Source: an optimization exercise on an open RTL-to-GDS flow (aim: small area and a short achievable clock period). Production flows keep margins and buffers that such runs may drop. Only simulation tests tie the RTL to the original design; equivalence was not proved.

==> design/flow/design.v <==
module sparc_alu_reg (
    input             clk,
    input      [31:0] valA_in,
    input      [31:0] valB_in,
    input      [1:0]  op_in,
    input      [2:0]  op2_in,
    input      [21:0] imm22_in,
    input      [5:0]  op3_in,
    input             i_in,
    input      [12:0] simm13_in,
    input      [31:0] pc_in,
    input             a_in,
    input      [3:0]  cond_in,
    input      [29:0] disp30_in,
    input      [3:0]  icc_in,
    input      [31:0] y_in,
    output reg [63:0] res_out,
    output reg [31:0] target_out,
    output reg        mux_sel_out,
    output reg [3:0]  icc_out,
    output reg [31:0] y_out,
    output reg        a_out,
    output reg        trap_out
);
    reg [31:0] r_valA, r_valB, r_pc, r_y;
    reg [1:0]  r_op;
    reg [2:0]  r_op2;
    reg [21:0] r_imm22;
    reg [5:0]  r_op3;
    reg        r_i, r_a;
    reg [12:0] r_simm13;
    reg [3:0]  r_cond, r_icc;
    reg [29:0] r_disp30;
    wire [63:0] w_res;
    wire [31:0] w_target, w_y;
    wire        w_mux_sel, w_a, w_trap;
    wire [3:0]  w_icc;
    always @(posedge clk) begin
        r_valA   <= valA_in;
        r_valB   <= valB_in;
        r_op     <= op_in;
        r_op2    <= op2_in;
        r_imm22  <= imm22_in;
        r_op3    <= op3_in;
        r_i      <= i_in;
        r_simm13 <= simm13_in;
        r_pc     <= pc_in;
        r_a      <= a_in;
        r_cond   <= cond_in;
        r_disp30 <= disp30_in;
        r_icc    <= icc_in;
        r_y      <= y_in;
        res_out     <= w_res;
        target_out  <= w_target;
        mux_sel_out <= w_mux_sel;
        icc_out     <= w_icc;
        y_out       <= w_y;
        a_out       <= w_a;
        trap_out    <= w_trap;
    end
    ALU alu (
        .ALU_valA_in(r_valA), .ALU_valB_in(r_valB), .ALU_op_in(r_op),
        .ALU_op2_in(r_op2), .ALU_imm22_in(r_imm22), .ALU_op3_in(r_op3),
        .ALU_i_in(r_i), .ALU_simm13_in(r_simm13), .ALU_res_out(w_res),
        .ALU_PC_in(r_pc), .ALU_a_in(r_a), .ALU_cond_in(r_cond),
        .ALU_rd_in(5'd0), .ALU_disp30_in(r_disp30),
        .ALU_target_address_out(w_target), .ALU_mux_sel_out(w_mux_sel),
        .clk(clk), .reset(1'b0), .ALU_icc_in(r_icc), .ALU_icc_out(w_icc),
        .ALU_Y_in(r_y), .ALU_Y_out(w_y), .ALU_a_out(w_a),
        .ALU_trap_out(w_trap)
    );
endmodule

module alu_fa (input A, input B, input CIN, output SUM, output COUT);
	assign SUM  = A ^ B ^ CIN;
	assign COUT = (A & B) | (A & CIN) | (B & CIN);
endmodule
module alu_rca #(parameter W = 32) (
	input  [W-1:0] a,
	input  [W-1:0] b,
	input          ci,
	output [W-1:0] s,
	output         co
);
	wire [W:0] c;
	assign c[0] = ci;
	genvar i;
	generate for (i = 0; i < W; i = i + 1) begin : g
		alu_fa fa (.A(a[i]), .B(b[i]), .CIN(c[i]), .SUM(s[i]), .COUT(c[i+1]));
	end endgenerate
	assign co = c[W];
endmodule
module alu_rca0 #(parameter W = 32) (
	input  [W-1:0] a,
	input  [W-1:0] b,
	output [W-1:0] s,
	output         co
);
	wire [W:0] c;
	assign s[0] = a[0] ^ b[0];
	assign c[1] = a[0] & b[0];
	genvar i;
	generate for (i = 1; i < W; i = i + 1) begin : g
		alu_fa fa (.A(a[i]), .B(b[i]), .CIN(c[i]), .SUM(s[i]), .COUT(c[i+1]));
	end endgenerate
	assign co = c[W];
endmodule
module alu_add_sk #(parameter W = 32) (
	input  [W-1:0] a,
	input  [W-1:0] b,
	input          ci,
	output [W-1:0] s,
	output         co
);
	localparam L = W > 32 ? 6 : W > 16 ? 5 : W > 8 ? 4 : W > 4 ? 3 : W > 2 ? 2 : 1;
	wire [W-1:0] g [0:L];
	wire [W-1:0] p [0:L];
	assign g[0] = a & b;
	assign p[0] = a ^ b;
	genvar l, i;
	generate for (l = 0; l < L; l = l + 1) begin : lv
		for (i = 0; i < W; i = i + 1) begin : nd
			if ((i >> l) % 2 == 1) begin : c
				assign g[l+1][i] = g[l][i] | (p[l][i] & g[l][((i >> l) << l) - 1]);
				assign p[l+1][i] = p[l][i] & p[l][((i >> l) << l) - 1];
			end else begin : n
				assign g[l+1][i] = g[l][i];
				assign p[l+1][i] = p[l][i];
			end
		end
	end endgenerate
	wire [W:0] c;
	assign c[0] = ci;
	generate for (i = 0; i < W; i = i + 1) begin : cc
		assign c[i+1] = g[L][i] | (p[L][i] & ci);
	end endgenerate
	assign s = p[0] ^ c[W-1:0];
	assign co = c[W];
endmodule
module alu_add_mx #(parameter W = 32) (
	input  [W-1:0] a,
	input  [W-1:0] b,
	input          ci,
	output [W-1:0] s,
	output         co
);
	localparam L = W > 32 ? 6 : W > 16 ? 5 : W > 8 ? 4 : W > 4 ? 3 : W > 2 ? 2 : 1;
	wire [W-1:0] g [0:L];
	wire [W-1:0] p [0:L];
	assign g[0] = a;
	assign p[0] = a ^ b;
	genvar l, i;
	generate for (l = 0; l < L; l = l + 1) begin : lv
		for (i = 0; i < W; i = i + 1) begin : nd
			if ((i >> l) % 2 == 1) begin : c
				assign g[l+1][i] = p[l][i] ? g[l][((i >> l) << l) - 1] : g[l][i];
				assign p[l+1][i] = p[l][i] & p[l][((i >> l) << l) - 1];
			end else begin : n
				assign g[l+1][i] = g[l][i];
				assign p[l+1][i] = p[l][i];
			end
		end
	end endgenerate
	wire [W:0] c;
	assign c[0] = ci;
	generate for (i = 0; i < W; i = i + 1) begin : cc
		assign c[i+1] = p[L][i] ? ci : g[L][i];
	end endgenerate
	assign s = p[0] ^ c[W-1:0];
	assign co = c[W];
endmodule
module alu_carry #(parameter W = 32) (
	input  [W-1:0] a,
	input  [W-1:0] b,
	output         co
);
	function automatic [1:0] gp(input integer lo, input integer n, input [W-1:0] x, input [W-1:0] y);
		reg [1:0] h, l;
		begin
			if (n == 1) gp = {x[lo] & y[lo], x[lo] | y[lo]};
			else begin
				l = gp(lo, n / 2, x, y);
				h = gp(lo + n / 2, n - n / 2, x, y);
				gp = {h[1] | (h[0] & l[1]), h[0] & l[0]};
			end
		end
	endfunction
	wire [1:0] r = gp(0, W, a, b);
	assign co = r[1];
endmodule
module alu_qsel (input [6:0] est, input [7:0] ds, output qp1, output qp2, output qn1, output qn2);
	function automatic ge7(input [6:0] x, input [6:0] c);
		logic r;
		integer i;
		begin
			r = 1'b1;
			for (i = 0; i < 7; i = i + 1)
				if (c[i] ^ (i == 6)) r = (x[i] ^ (i == 6)) & r;
				else r = (x[i] ^ (i == 6)) | r;
			ge7 = r;
		end
	endfunction
	wire gm1 = (ds[0] & ge7(est, 7'd115)) | (ds[1] & ge7(est, 7'd113)) | (ds[2] & ge7(est, 7'd112)) | (ds[3] & ge7(est, 7'd111)) | (ds[4] & ge7(est, 7'd109)) | (ds[5] & ge7(est, 7'd108)) | (ds[6] & ge7(est, 7'd107)) | (ds[7] & ge7(est, 7'd105));
	wire g0 = (ds[0] & ge7(est, 7'd123)) | (ds[1] & ge7(est, 7'd123)) | (ds[2] & ge7(est, 7'd123)) | (ds[3] & ge7(est, 7'd123)) | (ds[4] & ge7(est, 7'd120)) | (ds[5] & ge7(est, 7'd120)) | (ds[6] & ge7(est, 7'd120)) | (ds[7] & ge7(est, 7'd120));
	wire g1 = (ds[0] & ge7(est, 7'd4)) | (ds[1] & ge7(est, 7'd4)) | (ds[2] & ge7(est, 7'd4)) | (ds[3] & ge7(est, 7'd4)) | (ds[4] & ge7(est, 7'd6)) | (ds[5] & ge7(est, 7'd6)) | (ds[6] & ge7(est, 7'd6)) | (ds[7] & ge7(est, 7'd6));
	wire g2 = (ds[0] & ge7(est, 7'd12)) | (ds[1] & ge7(est, 7'd14)) | (ds[2] & ge7(est, 7'd15)) | (ds[3] & ge7(est, 7'd17)) | (ds[4] & ge7(est, 7'd19)) | (ds[5] & ge7(est, 7'd20)) | (ds[6] & ge7(est, 7'd22)) | (ds[7] & ge7(est, 7'd24));
	assign qp2 = g2;
	assign qp1 = g1 & ~g2;
	assign qn1 = gm1 & ~g0;
	assign qn2 = ~gm1;
endmodule
module alu_qsel2 (input [6:0] est, input [27:0] thr, output qp1, output qp2, output qn1, output qn2);
	function automatic ge(input [6:0] x, input [6:0] y);
		reg [6:0] a, b, g, p;
		reg [6:0] G, P;
		integer i;
		begin
			a = x ^ 7'h40;
			b = ~(y ^ 7'h40);
			g = a & b;
			p = a | b;
			G[0] = g[0] | p[0];
			for (i = 1; i < 7; i = i + 1) G[i] = g[i] | (p[i] & G[i-1]);
			ge = G[6];
		end
	endfunction
	wire gm1 = ge(est, thr[6:0]);
	wire g0  = ge(est, thr[13:7]);
	wire g1  = ge(est, thr[20:14]);
	wire g2  = ge(est, thr[27:21]);
	assign qp2 = g2;
	assign qp1 = g1 & ~g2;
	assign qn1 = gm1 & ~g0;
	assign qn2 = ~gm1;
endmodule
module alu_add7 (input [6:0] a, input [6:0] b, input ci, output [6:0] s, output co);
	wire [6:0] p = a ^ b;
	wire [6:0] P1, G1, P2, G2, P3, G3;
	genvar i;
	generate for (i = 0; i < 7; i = i + 1) begin : l
		if (i % 2 == 1) begin : o1
			assign P1[i] = p[i] & p[i-1];
			assign G1[i] = p[i] ? a[i-1] : a[i];
		end else begin : e1
			assign P1[i] = p[i];
			assign G1[i] = a[i];
		end
		if (i % 4 >= 2) begin : o2
			assign P2[i] = P1[i] & P1[(i/4)*4+1];
			assign G2[i] = P1[i] ? G1[(i/4)*4+1] : G1[i];
		end else begin : e2
			assign P2[i] = P1[i];
			assign G2[i] = G1[i];
		end
		if (i >= 4) begin : o3
			assign P3[i] = P2[i] & P2[3];
			assign G3[i] = P2[i] ? G2[3] : G2[i];
		end else begin : e3
			assign P3[i] = P2[i];
			assign G3[i] = G2[i];
		end
	end endgenerate
	wire [6:0] c = {(P3[5:0] & {6{ci}}) | (~P3[5:0] & G3[5:0]), ci};
	assign s = p ^ c;
	assign co = P3[6] ? ci : G3[6];
endmodule
module alu_sm (input qp1, input qp2, input qn1, input qn2, output pos, output m1, output m2);
	assign pos = qp1 | qp2;
	assign m1 = qp1 | qn1;
	assign m2 = qp2 | qn2;
endmodule
module alu_srt_win (
	input  [6:0] ti,      
	input  [1:0] ys2,     
	input  [1:0] yc2,     
	input  [7:0] ds,      
	input  [6:0] dt,      
	input        cl,      
	input        mul,     
	input  [3:0] bs,      
	output [6:0] to,      
	output       hc,      
	output       ac,      
	output       qp1, qp2, qn1, qn2
);
	wire sp1, sp2, sn1, sn2;
	alu_qsel q (.est(ti), .ds(ds), .qp1(sp1), .qp2(sp2), .qn1(sn1), .qn2(sn2));
	assign qp1 = mul ? bs[3] : sp1;
	assign qp2 = mul ? bs[2] : sp2;
	assign qn1 = mul ? bs[1] : sn1;
	assign qn2 = mul ? bs[0] : sn2;
	wire [6:0] d1 = {1'b0, dt[6:1]};
	wire [6:0] d2 = dt;
	wire [6:0] m = (~d1 & {7{qp1}}) | (d1 & {7{qn1}}) | (~d2 & {7{qp2}}) | (d2 & {7{qn2}});
	wire [2:0] p = {ys2[1] & yc2[1] | (ys2[0] & yc2[0] & (ys2[1] ^ yc2[1])),
	                ys2[1] ^ yc2[1] ^ (ys2[0] & yc2[0]), ys2[0] ^ yc2[0]};
	wire [5:0] ic;
	wire [4:0] ui;
	assign ic[0] = p[2];
	genvar j;
	generate for (j = 0; j < 5; j = j + 1) begin : inc
		assign ui[j] = ti[j] ^ ic[j];
		assign ic[j+1] = ti[j] & ic[j];
	end endgenerate
	assign hc = ic[5];
	alu_add7 ta (.a({ui, p[1:0]}), .b(m), .ci(cl), .s(to), .co(ac));
endmodule
module alu_srt_step #(parameter FIRST = 0) (
	input  [6:0]  ti,
	input  [25:0] si,
	input  [25:0] ci,
	input  [1:0]  nb,     
	input  [31:0] dn,     
	input  [7:0]  ds,
	input         mul,
	input  [3:0]  bs,
	output [6:0]  to,
	output [25:0] so,
	output [25:0] co,
	output        hc, ac,
	output        qp1, qp2, qn1, qn2
);
	wire [27:0] ys = {si, nb};
	wire [27:0] yc = {ci, 2'b00};
	wire [25:0] mj;
	alu_srt_win win (.ti(ti), .ys2(ys[27:26]), .yc2(yc[27:26]), .ds(ds), .dt(dn[31:25]),
		.cl(mj[25]), .mul(mul), .bs(bs), .to(to), .hc(hc), .ac(ac),
		.qp1(qp1), .qp2(qp2), .qn1(qn1), .qn2(qn2));
	wire lpos, lm1, lm2;
	alu_sm sm (.qp1(qp1), .qp2(qp2), .qn1(qn1), .qn2(qn2), .pos(lpos), .m1(lm1), .m2(lm2));
	wire [25:0] d1 = dn[25:0];
	wire [25:0] d2 = {dn[24:0], 1'b0};
	wire [25:0] m;
	assign m[25] = (~d1[25] & qp1) | (d1[25] & qn1) | (~d2[25] & qp2) | (d2[25] & qn2);
	assign m[24:0] = ((d1[24:0] & {25{lm1}}) | (d2[24:0] & {25{lm2}})) ^ {25{lpos}};
	genvar i;
	generate for (i = 0; i < 26; i = i + 1) begin : b
		if (FIRST || i < 2) begin : h
			assign so[i] = ys[i] ^ m[i];
			assign mj[i] = ys[i] & m[i];
		end else if (i == 25) begin : t
			assign so[i] = ys[i] ^ yc[i] ^ m[i];
			assign mj[i] = (ys[i] & yc[i]) | (m[i] & (ys[i] | yc[i]));
		end else begin : f
			alu_fa fa (.A(ys[i]), .B(yc[i]), .CIN(m[i]), .SUM(so[i]), .COUT(mj[i]));
		end
	end endgenerate
	assign co = {mj[24:0], lpos};
endmodule
module alu_div_norm (
	input  [31:0] d,
	output [31:0] dn,
	output [4:0]  lz,
	output [7:0]  ds
);
	wire z16 = ~|d[31:16];
	wire [15:0] h16 = z16 ? d[15:0] : d[31:16];
	wire z8 = ~|h16[15:8];
	wire [7:0] h8 = z8 ? h16[7:0] : h16[15:8];
	wire z4 = ~|h8[7:4];
	wire [3:0] h4 = z4 ? h8[3:0] : h8[7:4];
	wire z2 = ~|h4[3:2];
	wire [1:0] h2 = z2 ? h4[1:0] : h4[3:2];
	wire z1 = ~h2[1];
	assign lz = {z16, z8, z4, z2, z1};
	wire [31:0] d_1 = z16 ? {d[15:0], 16'b0} : d;
	wire [31:0] d_2 = z8 ? {d_1[23:0], 8'b0} : d_1;
	wire [31:0] d_3 = z4 ? {d_2[27:0], 4'b0} : d_2;
	wire [31:0] d_4 = z2 ? {d_3[29:0], 2'b0} : d_3;
	assign dn = z1 ? {d_4[30:0], 1'b0} : d_4;
	assign ds = 8'b1 << dn[30:28];
endmodule
module alu_div_fin (
	input  [6:0]  t,
	input  [25:0] s,
	input  [25:0] c,
	input  [31:0] d,      
	input  [31:0] dn,     
	input  [4:0]  lz,
	input  [31:0] qp,
	input  [31:0] qn,
	output [31:0] q,
	output        sat,
	output [32:0] pl,
	output        plc
);
	wire [32:0] rem;
	alu_add_mx #(33) ar (.a({t, s}), .b({7'b0, c}), .ci(1'b0), .s(rem), .co(plc));
	assign pl = rem;
	wire neg = rem[32];
	wire qc;
	alu_add_mx #(32) aq (.a(qp), .b(~qn), .ci(~neg), .s(q), .co(qc));
	wire [32:0] ge, low;
	wire [31:0] dz;
	genvar i;
	generate for (i = 0; i < 33; i = i + 1) begin : st
		assign ge[i] = i >= lz;
		if (i == 0) begin : z
			assign low[i] = 1'b1;
			assign dz[i] = 1'b1;
		end else begin : nz
			assign low[i] = low[i-1] & ~dn[i-1];
			if (i < 32) begin : dd
				assign dz[i] = dz[i-1] & ~d[i-1];
			end
		end
	end endgenerate
	wire [32:0] k1 = {1'b0, dn} ^ (ge & low);    
	wire [32:0] k2 = ge;                          
	wire [31:0] dm1 = d ^ dz;                     
	wire [32:0] ea = {t, s}, eb = {7'b0, c};
	wire [32:0] ex = ea ^ eb;
	wire [32:0] x1 = ex ^ k1, x2 = ex ^ k2;
	wire [32:0] m1 = (ea & eb) | (ex & ~k1);
	wire [32:0] m2 = (ea & eb) | (ex & ~k2);
	wire eq1 = ~|(x1 ^ {m1[31:0], 1'b0});
	wire eq2 = ~|(x2 ^ {m2[31:0], 1'b0});
	wire qd;
	alu_carry #(32) qdc (.a(q), .b(dm1), .co(qd));
	assign sat = (eq1 | eq2) & qd;
endmodule
module alu_muldiv (
	input  [63:0] n,      
	input  [31:0] d,      
	input  [31:0] a,      
	input  [31:0] b,      
	input         mul,    
	output [31:0] q,
	output        sat,
	output [63:0] p
);
	wire [31:0] dn;
	wire [4:0] lz;
	wire [7:0] ds;
	alu_div_norm norm (.d(d), .dn(dn), .lz(lz), .ds(ds));
	wire [31:0] x = mul ? a : dn;
	wire [63:0] nm = n & {64{~mul}};
	wire [79:0] n_1 = lz[4] ? {nm, 16'b0} : {16'b0, nm};
	wire [87:0] n_2 = lz[3] ? {n_1, 8'b0} : {8'b0, n_1};
	wire [91:0] n_3 = lz[2] ? {n_2, 4'b0} : {4'b0, n_2};
	wire [93:0] n_4 = lz[1] ? {n_3, 2'b0} : {2'b0, n_3};
	wire [94:0] nn  = lz[0] ? {n_4, 1'b0} : {1'b0, n_4};
	wire [34:0] bx = {2'b0, b, 1'b0};
	wire [3:0] bsel [0:32];
	genvar k;
	generate for (k = 0; k < 33; k = k + 1) begin : bd
		if (k <= 16) begin : d
			wire b2 = bx[2*k+2], b1 = bx[2*k+1], b0 = bx[2*k];
			assign bsel[k] = {b2 & (b1 ^ b0), b2 & ~b1 & ~b0, ~b2 & (b1 ^ b0), ~b2 & b1 & b0};
		end else begin : z
			assign bsel[k] = 4'b0;
		end
	end endgenerate
	wire [6:0]  t [0:33];
	wire [25:0] s [0:33];
	wire [25:0] c [0:33];
	wire [32:0] qp1, qp2, qn1, qn2, hc, ac;
	assign t[33] = {4'b0, nn[94:92]};
	assign s[33] = nn[91:66];
	assign c[33] = 26'b0;
	generate for (k = 32; k >= 0; k = k - 1) begin : st
		alu_srt_step #(.FIRST(k == 32)) step (.ti(t[k+1]), .si(s[k+1]), .ci(c[k+1]),
			.nb(nn[2*k+1:2*k]), .dn(x), .ds(ds), .mul(mul), .bs(bsel[k]), .to(t[k]), .so(s[k]),
			.co(c[k]), .hc(hc[k]), .ac(ac[k]), .qp1(qp1[k]), .qp2(qp2[k]), .qn1(qn1[k]), .qn2(qn2[k]));
	end endgenerate
	wire [31:0] qp, qn;
	generate for (k = 0; k < 16; k = k + 1) begin : qd
		assign qp[2*k+1:2*k] = {qp2[k], qp1[k]};
		assign qn[2*k+1:2*k] = {qn2[k], qn1[k]};
	end endgenerate
	wire [32:0] pl;
	wire plc;
	alu_div_fin fin (.t(t[0]), .s(s[0]), .c(c[0]), .d(d), .dn(dn), .lz(lz), .qp(qp), .qn(qn),
		.q(q), .sat(sat), .pl(pl), .plc(plc));
	wire [30:0] v1, v2, v3;
	generate for (k = 0; k < 16; k = k + 1) begin : hi
		assign v1[2*k] = t[k+1][5];
		assign v2[2*k] = hc[k] ^ ac[k];
		assign v3[2*k] = ~(qp1[k] | qp2[k]);
		if (k < 15) begin : u
			assign v1[2*k+1] = t[k+1][6];
			assign v2[2*k+1] = hc[k] & ac[k];
			assign v3[2*k+1] = 1'b1;
		end
	end endgenerate
	wire [30:0] hs = v1 ^ v2 ^ v3;
	wire [30:0] hk = (v1 & v2) | (v1 & v3) | (v2 & v3);
	wire [30:0] ph;
	wire phc;
	alu_add_mx #(31) ah (.a(hs), .b({hk[29:0], 1'b1}), .ci(plc), .s(ph), .co(phc));
	assign p = {ph, pl};
endmodule
module ALU
(
	input [31:0] ALU_valA_in,
	input [31:0] ALU_valB_in,
	input [1:0] ALU_op_in,
	input [2:0] ALU_op2_in,
	input [21:0] ALU_imm22_in,
	input [5:0] ALU_op3_in,
	input ALU_i_in,
	input [12:0] ALU_simm13_in,
	output logic [63:0] ALU_res_out,
	input [31:0] ALU_PC_in,
	input ALU_a_in,
	input [3:0] ALU_cond_in,
	input [4:0] ALU_rd_in,
	input [29:0] ALU_disp30_in,
	output logic [31:0] ALU_target_address_out,
	output logic ALU_mux_sel_out,
	input clk, 
	input reset,
	input [3:0] ALU_icc_in,
	output logic [3:0] ALU_icc_out,
	input [31:0] ALU_Y_in,
	output logic [31:0] ALU_Y_out,
	output logic ALU_a_out,
	output logic ALU_trap_out
);
	wire [31:0] A = ALU_valA_in;
	wire [31:0] B = ALU_i_in ? {{19{ALU_simm13_in[12]}}, ALU_simm13_in} : ALU_valB_in;
	wire [31:0] Y = ALU_Y_in;
	wire [5:0] op3 = ALU_op3_in;
	wire [3:0] cond = ALU_cond_in;
	wire [3:0] icc = ALU_icc_in;
	wire f3 = ALU_op_in == 2'b10;
	wire is_call = ALU_op_in == 2'b01;
	wire is_sethi = ALU_op_in == 2'b00 && ALU_op2_in == 3'b100;
	wire is_br = ALU_op_in == 2'b00 && ALU_op2_in == 3'b010;
	wire o_logic = f3 && op3[5] == 1'b0 && op3[3] == 1'b0 && op3[1:0] != 2'b00;
	wire o_logcc = o_logic && op3[4];
	wire o_sub   = f3 && (op3 == 6'b000100 || op3 == 6'b010100 || op3 == 6'b001100 || op3 == 6'b011100 ||
	                      op3 == 6'b100001 || op3 == 6'b100011);
	wire o_usec  = f3 && (op3 == 6'b001000 || op3 == 6'b011000 || op3 == 6'b001100 || op3 == 6'b011100);
	wire o_arcc  = f3 && (op3 == 6'b010000 || op3 == 6'b011000 || op3 == 6'b010100 || op3 == 6'b011100 ||
	                      op3 == 6'b100000 || op3 == 6'b100001 || op3 == 6'b100100);
	wire o_tag   = f3 && (op3 == 6'b100000 || op3 == 6'b100001);
	wire o_tagtv = f3 && (op3 == 6'b100010 || op3 == 6'b100011);
	wire o_mulscc = f3 && op3 == 6'b100100;
	wire o_shift = f3 && (op3 == 6'b100101 || op3 == 6'b100110 || op3 == 6'b100111);
	wire o_umul  = f3 && (op3 == 6'b001010 || op3 == 6'b011010);
	wire o_smul  = f3 && (op3 == 6'b001011 || op3 == 6'b011011);
	wire o_mulcc = f3 && (op3 == 6'b011010 || op3 == 6'b011011);
	wire o_udiv  = f3 && (op3 == 6'b001110 || op3 == 6'b011110);
	wire o_sdiv  = f3 && (op3 == 6'b001111 || op3 == 6'b011111);
	wire o_udivcc = f3 && op3 == 6'b011110;
	wire o_sdivcc = f3 && op3 == 6'b011111;
	wire o_jmpl  = f3 && op3 == 6'b111000;
	wire o_rdy   = f3 && op3 == 6'b101000;
	wire o_wry   = f3 && op3 == 6'b110000;
	wire o_trap  = f3 && op3 == 6'b111010;
	wire [31:0] ax = o_mulscc ? {1'b0, A[31:1]} : A;
	wire [31:0] bx = o_mulscc ? (B & {32{Y[0]}}) : B;
	wire cuse = o_usec & icc[0];
	wire [31:0] sum;
	wire cout;
	wire binv = o_sub | (o_logic & op3[2]);   
	wire [31:0] bi = bx ^ {32{binv}};
	alu_rca #(32) add (.a(ax), .b(bi), .ci(cuse ^ o_sub), .s(sum), .co(cout));
	wire r32 = cout ^ o_sub;   
	wire [63:0] res_add = {{31{o_sub & r32}}, r32, sum};
	wire [31:0] bl = bi;
	wire [31:0] lres = op3[1:0] == 2'b01 ? (A & bl) : op3[1:0] == 2'b10 ? (A | bl) : (A ^ bl);
	wire lhi = op3[2] & op3[1];   
	wire [63:0] res_log = {{32{lhi}}, lres};
	wire [4:0] sh = B[4:0];
	wire left = op3[1:0] == 2'b01;
	wire [4:0] ramt = left ? (~sh + 5'd1) : sh;
	wire [31:0] rt1 = ramt[0] ? {A[0], A[31:1]} : A;
	wire [31:0] rt2 = ramt[1] ? {rt1[1:0], rt1[31:2]} : rt1;
	wire [31:0] rt3 = ramt[2] ? {rt2[3:0], rt2[31:4]} : rt2;
	wire [31:0] rt4 = ramt[3] ? {rt3[7:0], rt3[31:8]} : rt3;
	wire [31:0] rot = ramt[4] ? {rt4[15:0], rt4[31:16]} : rt4;
	wire [31:0] ge;    
	genvar gi;
	generate for (gi = 0; gi < 32; gi = gi + 1) begin : thermo
		assign ge[gi] = gi >= sh;
	end endgenerate
	wire [31:0] ger;
	generate for (gi = 0; gi < 32; gi = gi + 1) begin : thermor
		assign ger[gi] = ge[31-gi];
	end endgenerate
	wire sgn = op3[0] & A[31];   
	wire [63:0] res_sh = left ? {rot & ~ge, rot & ge} :
	                     {{32{sgn}}, (rot & ger) | ({32{sgn}} & ~ger)};
	wire [63:0] prod;
	wire [31:0] dq;
	wire sat;    
	alu_muldiv md (.n({Y, A}), .d(B), .a(A), .b(B), .mul(o_umul | o_smul), .q(dq), .sat(sat),
		.p(prod));
	wire [31:0] udq = sat ? 32'hffffffff : dq;
	always_comb begin
		ALU_res_out = res_add;
		if (is_call || o_jmpl) ALU_res_out = {32'b0, ALU_PC_in};
		if (is_sethi) ALU_res_out = {32'b0, ALU_imm22_in, 10'b0};
		if (o_logic) ALU_res_out = res_log;
		if (o_shift) ALU_res_out = res_sh;
		if (o_umul) ALU_res_out = prod;
		if (o_smul) ALU_res_out = {{32{prod[31]}}, prod[31:0]};
		if (o_udiv) ALU_res_out = {32'b0, udq};
		if (o_sdiv) ALU_res_out = {32'b0, dq};
		if (o_rdy) ALU_res_out = {32'b0, Y};
		if (o_wry) ALU_res_out = {A ^ B, 32'b0};
		if (o_trap) ALU_res_out = 64'b0;
	end
	wire zadd = ~r32 & ~|sum;
	wire ovf = ~(A[31] ^ B[31] ^ o_sub) & (A[31] ^ sum[31]);
	wire tag = A[0] | A[1] | B[0] | B[1];
	always_comb begin
		ALU_icc_out = icc;
		if (o_logcc) ALU_icc_out[2] = ~lhi & ~|lres;
		if (o_arcc) ALU_icc_out = {sum[31], zadd, ovf | (o_tag & tag), r32};
		if (o_tagtv && !(tag || ovf)) ALU_icc_out = {sum[31], zadd, 1'b0, r32};
		if (o_mulcc) ALU_icc_out = {prod[31], ~|prod[31:0], 2'b00};
		if (o_udivcc) ALU_icc_out = {udq[31], ~|udq, sat, 1'b0};
		if (o_sdivcc) ALU_icc_out = {dq[31], ~|dq, 2'b00};
	end
	assign ALU_Y_out = o_mulscc ? {A[0], Y[31:1]} : Y;
	wire cn = icc[3], cz = icc[2], cv = icc[1], cc = icc[0];
	logic base;
	always_comb begin
		case (cond[2:0])
			3'd0: base = 1'b0;
			3'd1: base = cz;
			3'd2: base = cz | (cn ^ cv);
			3'd3: base = cn ^ cv;
			3'd4: base = cc | cz;
			3'd5: base = cc;
			3'd6: base = cn;
			default: base = cv;
		endcase
	end
	wire take = base ^ cond[3];
	wire ttake = cond == 4'b0100 ? (cc | cz | cn) : cond == 4'b0110 ? 1'b0 : take;
	wire [29:0] off = is_call ? ALU_disp30_in : {{8{ALU_imm22_in[21]}}, ALU_imm22_in};
	wire [29:0] pct;
	wire pcc;
	alu_rca0 #(30) tadd (.a(ALU_PC_in[31:2]), .b(off), .s(pct), .co(pcc));
	assign ALU_target_address_out = o_jmpl ? sum : (is_call || is_br) ? {pct, ALU_PC_in[1:0]} : 32'b0;
	assign ALU_mux_sel_out = is_call | o_jmpl | (is_br & take);
	assign ALU_a_out = ALU_a_in & ~is_call & ~(is_br & take & (cond[2:0] != 3'b000));
	assign ALU_trap_out = o_trap & ttake;
endmodule
==> design/flow/run.sh <==
#!/bin/bash
# synth_recipe.tcl (not shown) runs the flow's synth.tcl, then flattens the netlist and writes it again
# the make line also repeats each setting of config.mk as NAME=value (left out here)
make -C /OpenROAD-flow-scripts/flow DESIGN_CONFIG=/design/flow/config.mk WORK_HOME=/design/flow/orfs CLKGATE_MAP_FILE= SYNTH_SCRIPT=/design/flow/synth_recipe.tcl finish
==> design/flow/config.mk <==
export PLATFORM = sky130hd
export DESIGN_NAME = sparc_alu_reg
export DESIGN_NICKNAME = sparc_alu_reg
export VERILOG_FILES = /design/flow/design.v
export SDC_FILE = /design/flow/constraint.sdc
export NUM_CORES = 8
export LEC_CHECK = 0
export ABC_AREA = 1
export CAP_MARGIN = 50
export CORE_MARGIN = 2
export CORE_UTILIZATION = 60
export PLACE_DENSITY = 0.7
export SLEW_MARGIN = 50
==> design/flow/constraint.sdc <==
create_clock -name core_clock -period 400.0 [get_ports {clk}]
set_input_delay 80.0000 -clock core_clock [delete_from_list [all_inputs] [get_ports {clk}]]
set_output_delay 80.0000 -clock core_clock [all_outputs]
set_load 0.01 [all_outputs]
==> flow_summary_export.csv, run 1 <==
group,metric,value,unit
grt,grt_max_degree,106,
critical_path,slowest_stage,"buf_4",
timing,finClkSkew,0.0354,ns
hold_path,whs_path_depth,2,
critical_path,path_class,"register to register",
detailed_routing,wl_per_cell,26.9,um
timing,hold_viol,0,
logic_synthesis,synth_cells,16500,
cells_and_area,fin_util,63.3,%
detailed_routing,drt_iter0_drc,17200,
critical_path,crit_fanout,71,
critical_path,cp_top_family,"simple AND/OR/NAND/NOR gates",
die,die_w,432,um
detailed_routing,ant_nets,0,
timing,min_period,85.17,ns
placement,place.gp.congestion,1.16,
timing,tightest_slew,0.856,ns
cts,clk_latency,0.63,ns
logic_synthesis,synth-edff-count,0,
critical_path,cpPeakStageDelay,0.61,ns
die,core_area,182000,sq um
critical_path,worst_setup_path_end_kind,"register",
logic_synthesis,netlist-cell-type-count,114,
cells_and_area,drive_gt1_share,15.6,%
placement,place_area,114000,sq um
critical_path,crit_start,"r_i",
cells_and_area,final_cell_area,116000,sq um
placement,dp_hpwl,400,mm
timing,rsz0062_at_grt,"false",
critical_path,crit_end,"res_out[18]",
cells_and_area,layout_common_cells,"nand2_1, inv_1, o21ai_0, fa_1, nand2_2",
cts,cts_setup_buffers,0,
critical_path,r2r-end,"res_out[18]",
detailed_routing,first_pass_iters,10,
critical_path,r2r_cells,583,
critical_path,crit_path_start_kind,"register",
die,fp.dieH,432,um
critical_path,r2r-start,"r_i",
detailed_routing,vias_per_cell,6.31,
cts,clkTransAtPathRegs,0.08,ns
critical_path,crit_required,400.52,ns
status,status,"timing/DRC/antenna clean",
cells_and_area,regArea,6990,sq um
hold_path,hp-start,"r_a",
hold_path,min_delay_worst_endpoint,"a_out",
critical_path,cp.buffers_inverters,71,
cts,hold_buffers,0,
logic_synthesis,netlist_area,110000,sq um
hold_path,min_path_type,"register to register",
cts,htree_num_levels,2,
detailed_routing,routed_wl,506,mm
die,num_rows,157,
logic_synthesis,ys_seq_area_share,6.36,%
grt,overflow,0,
timing,setup_tns,0,ns
timing,max_freq,11.7,MHz
critical_path,cp.arrival,85.69,ns
cells_and_area,fillers,17100,
placement,dp_cells,18700,
critical_path,cp_common_cell,"nand2_1",
grt,antenna_found_initial,37,
cts,cts_tree,"done",
timing,drv_slew,0,
critical_path,reg2reg_slack,314.83,ns
cells_and_area,final_cells,18800,
timing,relSlewSlack,42.3,%
cells_and_area,multi_input_area,89800,sq um
cts,cts_buffer_depth,3,
timing,fin_crit_sh,21.3,%
die,io_pins,350,
cells_and_area,synthToLayoutAreaGrowth,5.15,%
logic_synthesis,syn_nets,18100,
flow_run,cap_violations,0,
cts,cts_sinks,349,
logic_synthesis,synth-async-reset-ratio,0,%
grt,grt_pass1_wl,722,mm
timing,finalSetupViolations,0,
detailed_routing,drc_errors,0,
grt,grt_pass1_vias,106000,
cts,clockRootBuffer,"clkbuf_16",
grt,track_usage,52.4,%
logic_synthesis,ys_warn_count,8,
die,die_area,187000,sq um
detailed_routing,vias,119000,
placement,io_buffers,349,
logic_synthesis,synth-seq-cells,349,
cells_and_area,finalNetCount,18000,
cts,cts-resized-gates,0,
cts,cts_buffers,34,
die,start_util,60.2,%
logic_synthesis,synth_flop_cell,"dfxtp_1",
cells_and_area,final_common_cell,"nand2_1",
logic_synthesis,syn-mean-instance-area,6.67,sq um
critical_path,crit_cells,583,
-- cell usage after synthesis (26+ instances only) --
| library cell | count | area [sq um] |
|---|---|---|
| buf_6 | 45 | 507 |
| or2_2 | 34 | 213 |
| ha_1 | 480 | 6010 |
| nand3_1 | 883 | 4420 |
| nand2_2 | 882 | 5520 |
| buf_1 | 111 | 417 |
| nor4_1 | 36 | 225 |
| nand3b_1 | 71 | 533 |
| clkbuf_1 | 452 | 1700 |
| fa_1 | 927 | 18600 |
| nor2_1 | 839 | 3150 |
| o22ai_1 | 794 | 4970 |
| nand3_2 | 206 | 2060 |
| nand3b_2 | 29 | 327 |
| xor2_1 | 787 | 6890 |
| o21ai_2 | 71 | 622 |
| a31oi_1 | 70 | 438 |
| nand4_1 | 118 | 738 |
| or2_1 | 46 | 288 |
| a21oi_2 | 59 | 517 |
| xnor2_1 | 172 | 1510 |
| o21ai_1 | 188 | 941 |
| nor2_2 | 148 | 926 |
| clkinv_1 | 40 | 150 |
| nand2_4 | 191 | 2150 |
| clkbuf_8 | 153 | 2110 |
| dfxtp_1 | 349 | 6990 |
| nor2_4 | 63 | 709 |
| inv_2 | 177 | 664 |
| a21oi_1 | 311 | 1560 |
| nand3_4 | 26 | 455 |
| o211ai_1 | 116 | 871 |
| nor3_1 | 97 | 485 |
| nand2_1 | 4155 | 15600 |
| o21ai_0 | 1028 | 5140 |
| inv_1 | 1879 | 7050 |
-- flip-flops by register name, summed over array words and instances (netlist names), 2 cells and up --
register    flops
icc_out         4
r_cond          4
r_disp30       30
r_icc           4
r_imm22        22
r_op            2
r_op2           3
r_op3           6
r_pc           32
r_simm13       13
r_valA         32
r_valB         32
r_y            32
res_out        64
target_out     32
y_out          32
-- logic make-up after synthesis --
family                     share of synthesized area, %
and+or+nand+nor                                    35.3
buffers and inverters                              12.5
AOI/OAI and AO/OA                                  15.4
adders and majority gates                          22.4
xor gates and xnor gates                           7.89
DFF                                                6.36
muxes                                             0.230
-- worst max path at each step --
stage / start / cells after the start / end
global placement: r_i / 542 / res_out[18]
floorplan: a_out / 0 / a_out
-- per-stage QoR --
stage / setup slack [ns] / hold WS [ns]
final: 314.83 / 0.457
after global routing: 308.47 / 0.471
after CTS: 317.65 / 0.454
after detailed placement: 317.79 / 0.445
after global placement: 317.44 / 0.443
after floorplan: 319.67 / 0.410
-- metal layers --
metal	up-vias	share of wire, %	global-route usage (%)	wire length (um)
met1	54700	36	67.6	184000
met4	46	8.6	35.6	43300
met5	-	0.078	0.234	396
met2	9037	38	71.0	194000
met3	2002	17	21.1	83800
li1	52900	-	-	-
-- cell type report --
| cell class | count | area share, % |
|---|---|---|
| diodes | 37 | 0.0802 |
| inverters | 2155 | 7.33 |
| clock buffers | 48 | 0.852 |
| repair buffers | 666 | 5.25 |
| clock inverters | 12 | 0.115 |
| well taps | 2385 | 2.58 |
| flip-flops and latches | 349 | 6.05 |
| multi-input cells | 13200 | 77.7 |
==> run 2: changes to the inputs <==
--- a/design/flow/design.v
+++ b/design/flow/design.v
@@ -590,17 +590,15 @@
 		.p(prod));
-	wire [31:0] udq = sat ? 32'hffffffff : dq;
-	always_comb begin
-		ALU_res_out = res_add;
-		if (is_call || o_jmpl) ALU_res_out = {32'b0, ALU_PC_in};
-		if (is_sethi) ALU_res_out = {32'b0, ALU_imm22_in, 10'b0};
-		if (o_logic) ALU_res_out = res_log;
-		if (o_shift) ALU_res_out = res_sh;
-		if (o_umul) ALU_res_out = prod;
-		if (o_smul) ALU_res_out = {{32{prod[31]}}, prod[31:0]};
-		if (o_udiv) ALU_res_out = {32'b0, udq};
-		if (o_sdiv) ALU_res_out = {32'b0, dq};
-		if (o_rdy) ALU_res_out = {32'b0, Y};
-		if (o_wry) ALU_res_out = {A ^ B, 32'b0};
-		if (o_trap) ALU_res_out = 64'b0;
-	end
+	wire s_pc   = is_call | o_jmpl;
+	wire s_div  = o_udiv | o_sdiv;
+	wire s_mul  = o_umul | o_smul;
+	wire s_none = s_pc | is_sethi | o_logic | o_shift | s_mul | s_div | o_rdy | o_wry | o_trap;
+	wire s_add  = ~s_none;
+	wire [31:0] dres = dq | {32{sat & o_udiv}};
+	assign ALU_res_out[31:0] = ({32{s_add}} & sum) | ({32{s_pc}} & ALU_PC_in) |
+		({32{is_sethi}} & {ALU_imm22_in, 10'b0}) | ({32{o_logic}} & lres) |
+		({32{o_shift}} & res_sh[31:0]) | ({32{s_mul}} & prod[31:0]) | ({32{s_div}} & dres) |
+		({32{o_rdy}} & Y);
+	assign ALU_res_out[63:32] = ({32{s_add}} & {{31{o_sub & r32}}, r32}) | ({32{o_logic & lhi}}) |
+		({32{o_shift}} & res_sh[63:32]) | ({32{o_umul}} & prod[63:32]) |
+		({32{o_smul & prod[31]}}) | ({32{o_wry}} & (A ^ B));
 	wire zadd = ~r32 & ~|sum;
@@ -608,2 +606,3 @@
 	wire tag = A[0] | A[1] | B[0] | B[1];
+	wire zdq = ~|dq;
 	always_comb begin
@@ -614,4 +613,4 @@
 		if (o_mulcc) ALU_icc_out = {prod[31], ~|prod[31:0], 2'b00};
-		if (o_udivcc) ALU_icc_out = {udq[31], ~|udq, sat, 1'b0};
-		if (o_sdivcc) ALU_icc_out = {dq[31], ~|dq, 2'b00};
+		if (o_udivcc) ALU_icc_out = {dq[31] | sat, zdq & ~sat, sat, 1'b0};
+		if (o_sdivcc) ALU_icc_out = {dq[31], zdq, 2'b00};
 	end
--- a/design/flow/config.mk
+++ b/design/flow/config.mk
@@ -10,4 +10,3 @@
 export CORE_MARGIN = 2
-export CORE_UTILIZATION = 60
-export PLACE_DENSITY = 0.7
+export CORE_UTILIZATION = 55
 export SLEW_MARGIN = 50
==> run 2 against run 1 <==
Compared with the run above: largest cell class unchanged; clock-buffer cell count down 6; first-iteration DRC count up 5.1%; synthesized area down 2.8%; design area down 1.9%.
==> flow_summary_export.csv, run 2 <==
group,metric,value,unit
die,io_pins,350,
hold_path,whs_path_depth,2,
logic_synthesis,ys_seq_area_share,6.54,%
critical_path,crit_end,"res_out[20]",
die,die_w,445,um
cells_and_area,largest-register,"res_out",
die,die_area,198000,sq um
logic_synthesis,yosysMostFrequentCell,"nand2_1",
cts,cts_buffer_depth,3,
cts,cts-resized-gates,0,
critical_path,crit_path_start_kind,"register",
hold_path,hp-start,"r_y[6]",
logic_synthesis,ys_warn_count,8,
timing,rsz0062_at_grt,"false",
critical_path,cp.buffers_inverters,65,
cells_and_area,largest_reg_flops,64,
grt,grt_max_degree,114,
cts,cts_setup_buffers,0,
detailed_routing,drt_iter0_drc,18100,
grt,overflow,0,
cells_and_area,synthToLayoutAreaGrowth,6.16,%
cells_and_area,final_common_cell,"nand2_1",
detailed_routing,wl_per_cell,28.6,um
die,fp.dieH,445,um
critical_path,r2r-start,"r_i",
logic_synthesis,synth-async-reset-ratio,0,%
timing,fin_crit_sh,21.5,%
logic_synthesis,synth_cells,15900,
critical_path,crit_cells,564,
grt,grt_pass1_wl,751,mm
critical_path,cp_common_cell,"nand2_1",
critical_path,cpPeakStageDelay,0.66,ns
timing,min_period,85.93,ns
detailed_routing,drc_errors,0,
timing,drv_slew,0,
critical_path,crit_fanout,53,
cells_and_area,layout_common_cells,"nand2_1, inv_1, fa_1, o21ai_0, nor2_1",
critical_path,path_class,"register to register",
critical_path,reg2reg_slack,314.07,ns
logic_synthesis,synth_flop_cell,"dfxtp_1",
timing,finClkSkew,0.0263,ns
timing,setup_tns,0,ns
timing,hold_viol,0,
logic_synthesis,netlist_area,107000,sq um
timing,tightest_slew,0.964,ns
cells_and_area,final_cell_area,113000,sq um
logic_synthesis,syn-mean-instance-area,6.73,sq um
critical_path,slowest_stage,"fa_1",
cts,cts_tree,"done",
die,start_util,55.4,%
critical_path,crit_start,"r_i",
cts,clockRootBuffer,"clkbuf_16",
detailed_routing,vias_per_cell,6.45,
critical_path,worst_setup_path_end_kind,"register",
cts,cts_buffers,36,
detailed_routing,vias,118000,
cells_and_area,drive_gt1_share,15.9,%
flow_run,cap_violations,0,
cells_and_area,finalNetCount,17400,
logic_synthesis,synth-edff-count,0,
cts,htree_num_levels,2,
timing,relSlewSlack,35.5,%
die,num_rows,161,
cts,cts_sinks,349,
cts,clkTransAtPathRegs,0.07,ns
logic_synthesis,synthTopCellsByArea,"fa_1, nand2_1, dfxtp_1",
placement,place_area,112000,sq um
detailed_routing,ant_nets,0,
critical_path,r2r-end,"res_out[20]",
critical_path,crit_required,400.52,ns
placement,io_buffers,349,
grt,grt_pass1_vias,111000,
logic_synthesis,netlist.area_leader.share,17.4,%
timing,finalSetupViolations,0,
logic_synthesis,netlist-cell-type-count,111,
placement,dp_hpwl,417,mm
detailed_routing,first_pass_iters,14,
die,core_area,193000,sq um
logic_synthesis,netlist_top_cells_count,"nand2_1, inv_1, o21ai_0",
critical_path,r2r_cells,564,
grt,antenna_found_initial,55,
hold_path,min_delay_worst_endpoint,"y_out[5]",
hold_path,min_path_type,"register to register",
critical_path,cp.arrival,86.45,ns
logic_synthesis,synth-seq-cells,349,
placement,place.gp.congestion,1.16,
logic_synthesis,yosys.area.top_type,"fa_1",
status,status,"timing/DRC/antenna clean",
logic_synthesis,syn_nets,17500,
grt,track_usage,51.4,%
critical_path,cp_top_family,"simple AND/OR/NAND/NOR gates",
cts,clk_latency,0.59,ns
timing,max_freq,11.6,MHz
cells_and_area,fin_util,58.8,%
detailed_routing,routed_wl,525,mm
cts,hold_buffers,0,
[run 2: changes by cell type in the layout (fill, tap and decap cells not counted), sizes merged, moves of 19 or more]
| cell | change |
|---|---|
| inv | -166 |
| nand2 | -125 |
| a21oi | -113 |
| o21ai | -103 |
| nand3 | -63 |
| a211oi | +31 |
| nor3 | -31 |
| xor2 | -30 |
| nor2 | +27 |
| o2111ai | +25 |
| a31oi | -22 |
| xnor2 | +20 |
| o211ai | -19 |
[run 2: how the worst max path moves through the flow]
stage	startpoint	to	slack, ns
3_3_place_gp	r_i	res_out[20]	317.22
2_1_floorplan	a_out	a_out	319.67
[run 2: area by class of cell]
| cell class | count | area (sq um) |
|---|---|---|
| tap | 2526 | 3160 |
| inverter | 1985 | 7780 |
| sequential | 349 | 6990 |
| timing repair buffer | 656 | 6090 |
| fill | 18500 | 79400 |
| clock inverter | 21 | 265 |
| clock buffer | 42 | 953 |
| antenna | 25 | 62.6 |
| multi-input combinational | 12700 | 88100 |
[run 2: cells by family after synthesis]
group                    Yosys count  share of synthesized area, %
AO/OA/AOI/OAI                   2649                          15.1
XOR/XNOR                         964                          8.02
adder cells (fa/ha/maj)         1408                          23.0
buffers and inverters           2764                          11.9
flip-flops                       349                          6.54
multiplexers                      21                         0.197
AND/OR/NAND/NOR                 7702                          35.2
[run 2: per-layer routing]
metal  track usage [%]  vias to the layer above  wire (um)  part of all wire (%)
met4              39.4                       56      51000                   9.7
li1                  -                    51000          -                     -
met3              20.9                     2567      84000                    16
met2              71.5                     9378     205000                    39
met1              62.9                    55200     185000                    35
met5                 0                        -        378                 0.072
[run 2: through the flow]
step	setup slack, ns	std cells	hold WS, ns
CTS	316.59	18300	0.456
global placement	317.22	18200	0.435
detailed placement	316.84	18300	0.441
finish	314.07	18300	0.459
global route	307.46	18300	0.482
floorplan	319.67	15900	0.410
==> run 3: changes to the inputs <==
--- a/design/flow/design.v
+++ b/design/flow/design.v
@@ -341,3 +341,4 @@
 		end else if (i == 25) begin : t
-			assign so[i] = ys[i] ^ yc[i] ^ m[i];
+			wire ms = ((d1[i] & lm1) | (d2[i] & lm2)) ^ lpos;
+			assign so[i] = ys[i] ^ yc[i] ^ ms;
 			assign mj[i] = (ys[i] & yc[i]) | (m[i] & (ys[i] | yc[i]));
==> run 3 against run 2 <==
Compared with the run above: synthesized area increased by 4.3%; synthesized cell count grew 5.4%; sequential cell count stayed put; design area up 3.5%; still clean on timing, DRC and antenna; clock skew rose by 0.024 ns; clock-buffer cell count decreased by 2.
==> flow_summary_export.csv, run 3 <==
group,metric,value,unit
critical_path,worst_setup_path_end_kind,"output pin",
critical_path,crit_required,320.00,ns
logic_synthesis,synth_xor_area_share,7.95,%
cells_and_area,drive_gt1_share,15.7,%
detailed_routing,first_pass_iters,10,
critical_path,path_class,"register to output pin",
timing,fin_crit_sh,20.4,%
die,fp.dieH,454,um
logic_synthesis,synthAdderAreaFrac,22.2,%
placement,dp_cells,19300,
logic_synthesis,synth_compound_area_share,14.5,%
logic_synthesis,netlist_area,111000,sq um
logic_synthesis,synth-async-reset-ratio,0,%
timing,finClkSkew,0.0504,ns
cts,cts-resized-gates,0,
cts,clk_latency,0.68,ns
grt,grt_pass1_wl,726,mm
cells_and_area,largest_reg_flops,64,
logic_synthesis,ys_warn_count,8,
detailed_routing,vias,117000,
cts,cts_buffer_depth,3,
placement,dp_hpwl,405,mm
logic_synthesis,synthSimpleGateAreaFrac,36.3,%
timing,hold_slack,0.437,ns
hold_path,min_path_type,"register to register",
cells_and_area,finalNetCount,18300,
timing,drv_slew,0,
detailed_routing,drc_errors,0,
cts,hold_buffers,0,
placement,place.gp.congestion,1.10,
die,io_pins,350,
die,start_util,55.2,%
logic_synthesis,netlist.area_leader.share,16.1,%
die,die_area,206000,sq um
cells_and_area,fin_util,58.2,%
timing,hold_viol,0,
cts,cts_buffers,31,
cts,clockRootBuffer,"clkbuf_16",
die,core_area,202000,sq um
logic_synthesis,synth-seq-cells,349,
critical_path,cp_top_family,"buffers and inverters",
cells_and_area,final_common_cell,"nand2_1",
logic_synthesis,synth-edff-count,0,
cells_and_area,largest-register,"res_out",
grt,antenna_found_initial,41,
logic_synthesis,syn_nets,18400,
status,status,"timing/DRC/antenna clean",
placement,place_area,116000,sq um
critical_path,crit_path_start_kind,"register",
timing,max_freq,12.2,MHz
critical_path,slowest_stage,"clkdlybuf4s50_1",
logic_synthesis,netlist-cell-type-count,116,
die,num_rows,165,
timing,min_period,81.72,ns
grt,track_usage,47.5,%
detailed_routing,vias_per_cell,6.07,
critical_path,cp.buffers_inverters,1,
die,die_w,454,um
detailed_routing,drt_iter0_drc,16000,
placement,io_buffers,349,
logic_synthesis,netlist_top_cells_count,"nand2_1, inv_1, nand3_1",
cells_and_area,final_cells,19400,
logic_synthesis,synthTopCellsByArea,"fa_1, nand2_1, inv_1",
logic_synthesis,yosys.area.top_type,"fa_1",
cts,clkTransAtPathRegs,0.08,ns
detailed_routing,routed_wl,505,mm
cells_and_area,synthToLayoutAreaGrowth,5.38,%
logic_synthesis,yosysMostFrequentCell,"nand2_1",
flow_run,cap_violations,0,
detailed_routing,ant_nets,0,
timing,relSlewSlack,39.6,%
logic_synthesis,synth_top_family_by_area,"simple AND/OR/NAND/NOR gates",
cells_and_area,layout_common_cells,"nand2_1, inv_1, nand3_1, nand2_2, nor2_1",
critical_path,crit_fanout,1,
cts,cts_sinks,349,
timing,finalSetupViolations,0,
timing,fin_ws,318.28,ns
placement,place_ws,319.02,ns
critical_path,cp.arrival,1.72,ns
logic_synthesis,synthMuxAreaShare,0.225,%
grt,overflow,0,
cells_and_area,final_cell_area,117000,sq um
grt,grt_pass1_vias,107000,
critical_path,path_cells,"clkdlybuf4s50_1",
detailed_routing,wl_per_cell,26.1,um
timing,tightest_slew,0.897,ns
logic_synthesis,ys_seq_area_share,6.27,%
grt,grt_max_degree,131,
cts,cts_setup_buffers,0,
cts,htree_num_levels,1,
logic_synthesis,synth_cells,16700,
timing,rsz0062_at_grt,"false",
critical_path,cpPeakStageDelay,0.61,ns
logic_synthesis,syn-mean-instance-area,6.66,sq um
cts,cts_tree,"done",
logic_synthesis,synth_flop_cell,"dfxtp_1",
timing,setup_tns,0,ns
run 3: worst paths after layout:
check / startpoint / end / slack [ns] / cells after the start
max: icc_out[2] / icc_out[2] / 318.28 / 1
min reg2reg: r_a / a_out / 0.44 / 2
min: r_a / a_out / 0.44 / 2
max reg2reg: r_i / res_out[21] / 318.64 / 437
run 3: area by class of cell:
cell class / count / area [sq um]
Timing Repair Buffer: 686 / 6170
Sequential cell: 349 / 6990
Tap cell: 2672 / 3340
Clock inverter: 17 / 225
Inverter: 2173 / 8450
Clock buffer: 40 / 830
Antenna cell: 34 / 85.1
Multi-Input combinational cell: 13400 / 91200
Fill cell: 20200 / 84400
run 3: logic make-up (layout without fill, tap and decap cells):
logic type / after synthesis / in the layout
AOI/OAI and AO/OA: 2639 / 2639
xor gates and xnor gates: 1003 / 1003
adders and majority gates: 1440 / 1440
buffers and inverters: 2984 / 2916
DFF: 349 / 349
muxes: 25 / 25
other: 0 / 34
and+or+nand+nor: 8277 / 8277
run 3: routing by layer:
metal | up-vias | track usage [%] | wire length (um)
met2 | 7669 | 66.6 | 199000
met4 | 21 | 31.3 | 41100
met3 | 1629 | 15.8 | 71400
li1 | 53600 | - | -
met5 | - | 0 | 149
met1 | 54500 | 61.7 | 193000
==> run 4: changes to the inputs <==
--- a/design/flow/config.mk
+++ b/design/flow/config.mk
@@ -10,3 +10,3 @@
 export CORE_MARGIN = 2
-export CORE_UTILIZATION = 55
+export CORE_UTILIZATION = 60
 export SLEW_MARGIN = 50
==> run 4 against run 3 <==
Compared with the run above: design area shrank 0.28%; still clean; utilization rose by 5.1 points; cell count shrank 0.98%.
==> flow_summary_export.csv, run 4 <==
group,metric,value,unit
critical_path,cp_top_family,"buffers and inverters",
timing,min_period,81.56,ns
cells_and_area,finalNetCount,18300,
die,start_util,60.2,%
detailed_routing,first_pass_iters,10,
cts,clockRootBuffer,"clkbuf_16",
placement,io_buffers,349,
logic_synthesis,synthTopCellsByArea,"fa_1, nand2_1, inv_1",
detailed_routing,drc_errors,0,
placement,dp_cells,19100,
timing,rsz0062_at_grt,"false",
logic_synthesis,ys_seq_area_share,6.27,%
timing,fin_crit_sh,20.4,%
cts,htree_num_levels,1,
die,io_pins,350,
timing,tightest_slew,0.914,ns
grt,antenna_found_initial,37,
critical_path,reg2reg_slack,319.03,ns
critical_path,crit_path_start_kind,"register",
critical_path,cpPeakStageDelay,0.55,ns
cells_and_area,drive_gt1_share,15.7,%
logic_synthesis,netlist.area_leader.share,16.1,%
grt,overflow,0,
cells_and_area,layout_common_cells,"nand2_1, inv_1, nand3_1, nand2_2, nor2_1",
critical_path,r2r-end,"res_out[15]",
cells_and_area,fin_util,63.3,%
grt,grt_pass1_vias,109000,
critical_path,worst_setup_path_end_kind,"output pin",
logic_synthesis,yosys.area.top_type,"fa_1",
critical_path,cp.buffers_inverters,1,
critical_path,crit_fanout,1,
cts,cts_tree,"done",
cells_and_area,final_common_cell,"nand2_1",
die,fp.dieH,435,um
hold_path,min_path_type,"register to register",
timing,setup_tns,0,ns
cells_and_area,largest_reg_flops,64,
logic_synthesis,synth_flop_cell,"dfxtp_1",
critical_path,crit_required,320.00,ns
detailed_routing,vias,120000,
logic_synthesis,synth-async-reset-ratio,0,%
critical_path,crit_end,"res_out[7]",
grt,track_usage,50.7,%
logic_synthesis,synth_compound_area_share,14.5,%
cts,cts_buffers,30,
timing,hold_viol,0,
die,core_area,185000,sq um
cells_and_area,largest-register,"res_out",
cts,clkTransAtPathRegs,0.07,ns
cts,cts_setup_buffers,0,
logic_synthesis,synth_cells,16700,
critical_path,slowest_stage,"clkdlybuf4s50_1",
critical_path,path_class,"register to output pin",
logic_synthesis,netlist_top_cells_count,"nand2_1, inv_1, nand3_1",
logic_synthesis,synth-edff-count,0,
grt,grt_pass1_wl,723,mm
logic_synthesis,synthMuxAreaShare,0.225,%
grt,grt_max_degree,79,
logic_synthesis,syn-mean-instance-area,6.66,sq um
timing,finClkSkew,0.0332,ns
timing,max_freq,12.3,MHz
cells_and_area,synthToLayoutAreaGrowth,5.09,%
logic_synthesis,synth_xor_area_share,7.95,%
cts,cts_sinks,349,
logic_synthesis,synthSimpleGateAreaFrac,36.3,%
logic_synthesis,netlist-cell-type-count,116,
logic_synthesis,synth_top_family_by_area,"simple AND/OR/NAND/NOR gates",
placement,place.gp.congestion,1.14,
cts,hold_buffers,0,
placement,dp_hpwl,394,mm
logic_synthesis,ys_warn_count,8,
logic_synthesis,synthAdderAreaFrac,22.2,%
die,die_area,189000,sq um
critical_path,r2r_cells,440,
detailed_routing,ant_nets,0,
critical_path,crit_start,"res_out[7]",
critical_path,crit_cells,1,
logic_synthesis,yosysMostFrequentCell,"nand2_1",
detailed_routing,drt_iter0_drc,17700,
logic_synthesis,netlist_area,111000,sq um
status,status,"timing/DRC/antenna clean",
cts,cts-resized-gates,0,
critical_path,path_cells,"clkdlybuf4s50_1",
logic_synthesis,syn_nets,18400,
flow_run,cap_violations,0,
critical_path,cp.arrival,1.56,ns
detailed_routing,routed_wl,497,mm
placement,place_ws,319.11,ns
logic_synthesis,synth-seq-cells,349,
detailed_routing,vias_per_cell,6.24,
timing,finalSetupViolations,0,
detailed_routing,wl_per_cell,25.9,um
die,die_w,435,um
die,num_rows,158,
timing,relSlewSlack,38.9,%
timing,drv_slew,0,
cts,clk_latency,0.66,ns
critical_path,r2r-start,"r_i",
timing,fin_ws,318.44,ns
cells_and_area,final_cells,19200,
cts,cts_buffer_depth,3,
[run 4: worst min path at each step]
| stage | startpoint | to | slack (ns) | depth (start not counted) |
|---|---|---|---|---|
| floorplan | r_a | a_out | 0.41 | 2 |
| global placement | r_a | a_out | 0.42 | 2 |
| detailed placement | r_a | a_out | 0.42 | 2 |
| CTS | r_a | a_out | 0.43 | 2 |
| global route | r_a | a_out | 0.47 | 2 |
| finish | r_a | a_out | 0.43 | 2 |
[run 4: metal layers]
layer	part of all wire (%)	GRT usage, %	wire, um
met1	37	65.3	182000
met2	39	69.6	192000
met3	16	19.3	80500
met4	8.5	34.4	42400
met5	0.047	0	234
[run 4: tightest hold or removal path, stage by stage (launching register included)]
cell     delay (ns)
dfxtp_1        0.30
nand2_1        0.05
nor2_1         0.04
[run 4: cell families (layout without fill, tap and decap cells)]
kind of cell | after synthesis | count (layout)
AND/OR/NAND/NOR | 8277 | 8277
buffers and inverters | 2984 | 2907
AO/OA/AOI/OAI | 2639 | 2639
adder cells (fa/ha/maj) | 1440 | 1440
XOR/XNOR | 1003 | 1003
flip-flops | 349 | 349
multiplexers | 25 | 25
other | 0 | 46
[run 4: area by class of cell]
cell class | count | area, sq um
fill | 17600 | 67800
clock buffer | 35 | 790
antenna | 46 | 115
timing repair buffer | 680 | 6120
tap | 2480 | 3100
clock inverter | 19 | 294
multi-input combinational | 13400 | 91100
inverter | 2173 | 8450
sequential | 349 | 6990
[run 4: metrics by stage]
| stage | cell area, sq um | hold WS [ns] |
|---|---|---|
| after floorplan | 111000 | 0.410 |
| after global placement | 115000 | 0.417 |
| after detailed placement | 116000 | 0.425 |
| after CTS | 117000 | 0.434 |
| after global routing | 117000 | 0.468 |
| final | 117000 | 0.434 |
==> run 5: changes to the inputs <==
--- a/design/flow/config.mk
+++ b/design/flow/config.mk
@@ -8,5 +8,5 @@
 export ABC_AREA = 1
-export CAP_MARGIN = 50
+export CAP_MARGIN = 70
 export CORE_MARGIN = 2
-export CORE_UTILIZATION = 60
-export SLEW_MARGIN = 50
+export CORE_UTILIZATION = 55
+export SLEW_MARGIN = 70
==> run 5 against run 4 <==
Compared with the run above: clock skew up 0.026 ns; critical path type unchanged; critical endpoint is now icc_out[2]; non-clock buffer count rose by 82; maximum frequency decreased by 0.15%; largest cell class unchanged.
==> flow_summary_export.csv, run 5 <==
group,metric,value,unit
logic_synthesis,yosys.area.top_type,"fa_1",
detailed_routing,vias,118000,
die,start_util,55.2,%
cts,cts_buffer_depth,3,
logic_synthesis,netlist_top_cells_count,"nand2_1, inv_1, nand3_1",
timing,fin_crit_sh,20.4,%
timing,rsz0062_at_grt,"false",
critical_path,path_class,"register to output pin",
die,fp.dieH,454,um
logic_synthesis,synth_flop_cell,"dfxtp_1",
cts,cts_sinks,349,
hold_path,min_path_type,"register to register",
cts,clk_latency,0.69,ns
timing,max_freq,12.2,MHz
grt,overflow,0,
cells_and_area,fillers,19900,
detailed_routing,routed_wl,507,mm
cells_and_area,largest-register,"res_out",
grt,antenna_found_initial,30,
grt,use_met2,66.9,%
logic_synthesis,synth-seq-cells,349,
detailed_routing,vias_per_cell,6.08,
cells_and_area,final_cells,19400,
logic_synthesis,ys_seq_area_share,6.27,%
status,status,"timing/DRC/antenna clean",
timing,drv_slew,0,
critical_path,crit_start,"icc_out[2]",
critical_path,slowest_stage,"clkdlybuf4s50_1",
grt,grt_pass1_vias,107000,
timing,hold_viol,0,
logic_synthesis,synth-async-reset-ratio,0,%
hold_path,hp-start,"r_a",
logic_synthesis,netlist.area_leader.share,16.1,%
timing,finClkSkew,0.0593,ns
cts,htree_num_levels,1,
grt,grt_util_met3,15.4,%
critical_path,crit_path_start_kind,"register",
logic_synthesis,synth_xor_area_share,7.95,%
critical_path,cp.buffers_inverters,1,
cts,cts_tree,"done",
die,io_pins,350,
detailed_routing,drt_iter0_drc,15600,
logic_synthesis,netlist_area,111000,sq um
timing,finalSetupViolations,0,
logic_synthesis,synthAdderAreaFrac,22.2,%
cells_and_area,synthToLayoutAreaGrowth,7.77,%
placement,io_buffers,349,
logic_synthesis,synth_top_family_by_area,"simple AND/OR/NAND/NOR gates",
cells_and_area,layout_common_cells,"nand2_1, inv_1, nand3_1, nand2_2, nor2_1",
critical_path,cp.arrival,1.69,ns
cells_and_area,final_common_cell,"nand2_1",
cells_and_area,drive_gt1_share,17.5,%
cells_and_area,finalNetCount,18400,
placement,place.gp.congestion,1.10,
die,num_rows,165,
cts,clockRootBuffer,"clkbuf_16",
critical_path,crit_required,320.00,ns
logic_synthesis,yosysMostFrequentCell,"nand2_1",
detailed_routing,first_pass_iters,8,
logic_synthesis,synth_compound_area_share,14.5,%
placement,dp_cells,19300,
timing,tightest_slew,0.585,ns
logic_synthesis,ys_warn_count,8,
timing,relSlewSlack,60.9,%
die,die_area,206000,sq um
critical_path,path_cells,"clkdlybuf4s50_1",
critical_path,cp_top_family,"buffers and inverters",
detailed_routing,wl_per_cell,26.1,um
grt,busiest_layer,"met2",
detailed_routing,ant_nets,0,
logic_synthesis,synthTopCellsByArea,"fa_1, nand2_1, inv_1",
cts,hold_buffers,0,
grt,track_usage,47.7,%
logic_synthesis,syn_nets,18400,
cts,cts_buffers,31,
logic_synthesis,netlist-cell-type-count,116,
cts,cts_setup_buffers,0,
grt,use_met1,62.1,%
detailed_routing,drc_errors,0,
logic_synthesis,synthSimpleGateAreaFrac,36.3,%
critical_path,worst_setup_path_end_kind,"output pin",
logic_synthesis,synth-edff-count,0,
timing,min_period,81.69,ns
logic_synthesis,synthMuxAreaShare,0.225,%
grt,grt_pass1_wl,730,mm
cts,cts-resized-gates,0,
cells_and_area,largest_reg_flops,64,
logic_synthesis,synth_cells,16700,
die,core_area,202000,sq um
cts,clkTransAtPathRegs,0.08,ns
timing,setup_tns,0,ns
critical_path,cpPeakStageDelay,0.59,ns
logic_synthesis,syn-mean-instance-area,6.66,sq um
==> run 5: cell count changes in the layout (fill, tap and decap cells not counted), moves of 30 or more <==
cell | previous run | this run
buf_4 | 303 | 216
buf_6 | 14 | 108
inv_1 | 1861 | 1820
inv_2 | 208 | 238
o21ai_0 | 829 | 740
o21ai_1 | 186 | 216
o21ai_2 | 69 | 117
==> run 5: layer usage <==
metal / share of wire [%] / vias to the layer above / routed length (um)
met5: 0.034 / - / 171
met4: 8.4 / 22 / 42700
met3: 14 / 1751 / 71800
met2: 39 / 7655 / 199000
met1: 38 / 54900 / 193000
li1: - / 53800 / -
==> run 5: area by class of cell <==
| type | count | area, sq um | share of cell area (%) |
|---|---|---|---|
| clock inverters | 14 | 164 | 0.137 |
| well taps | 2672 | 3340 | 2.79 |
| flip-flops and latches | 349 | 7010 | 5.84 |
| clock buffers | 44 | 885 | 0.737 |
| inverters | 2173 | 8520 | 7.10 |
| multi-input cells | 13400 | 92500 | 77.1 |
| repair buffers | 762 | 7510 | 6.26 |
| diodes | 21 | 52.6 | 0.0438 |
==> run 5: through the flow <==
stage	instance area [sq um]	worst slack [ns]	hold slack (ns)	utilization (%)
floorplan	111000	319.67	0.410	-
global placement	116000	318.66	0.413	57.3
detailed placement	118000	319.02	0.428	58.7
CTS	119000	318.28	0.446	59.2
global route	120000	315.36	0.465	59.5
finish	120000	318.31	0.444	59.5
==> run 5: worst paths after layout <==
| kind | to | slack (ns) | depth (start not counted) |
|---|---|---|---|
| max reg2reg | res_out[21] | 320.61 | 456 |
| max | icc_out[2] | 318.31 | 1 |
| min reg2reg | a_out | 0.44 | 2 |
| min | a_out | 0.44 | 2 |
==> run 5: kinds of logic (layout without fill, tap and decap cells) <==
logic type / Yosys count / in the layout
and+or+nand+nor: 8277 / 8277
DFF: 349 / 349
muxes: 25 / 25
adders and majority gates: 1440 / 1440
AOI/OAI and AO/OA: 2639 / 2639
xor gates and xnor gates: 1003 / 1003
buffers and inverters: 2984 / 2993
other: 0 / 21

-- re-timing with driven ports --
How much do the figures lean on ideal ports? The routed layouts below were timed once more, with nothing changed but the port constraints. Step 1 sets driving cells, clkbuf_16 on the clock port and buf_2 on the other inputs (assumed; they add their load-dependent delay and slew). Step 2 moves the port delays by t, midway between the first and last clock arrival at a register: inputs arrive t later, outputs are due t later. That takes back most of the time a late clock gives input paths. Three values: ideal, step 1, step 2; two values: the first two.
run | t, ns | setup WS [ns] | worst setup path at the end | worst data-port slew with drivers (ns)
run 1 | 0.679 | 314.827 / 314.827 / 314.827 | register to register | 0.12
run 2 | 0.651 | 314.067 / 314.067 / 314.067 | register to register | 0.10
run 3 | 0.750 | 318.282 / 318.188 / 318.643 | register to register | 0.07
run 4 | 0.736 | 318.437 / 318.345 / 319.026 | register to register | 0.06
run 5 | 0.745 | 318.314 / 318.223 / 318.968 | register to output | 0.07
After both steps every run listed still meets setup and hold.
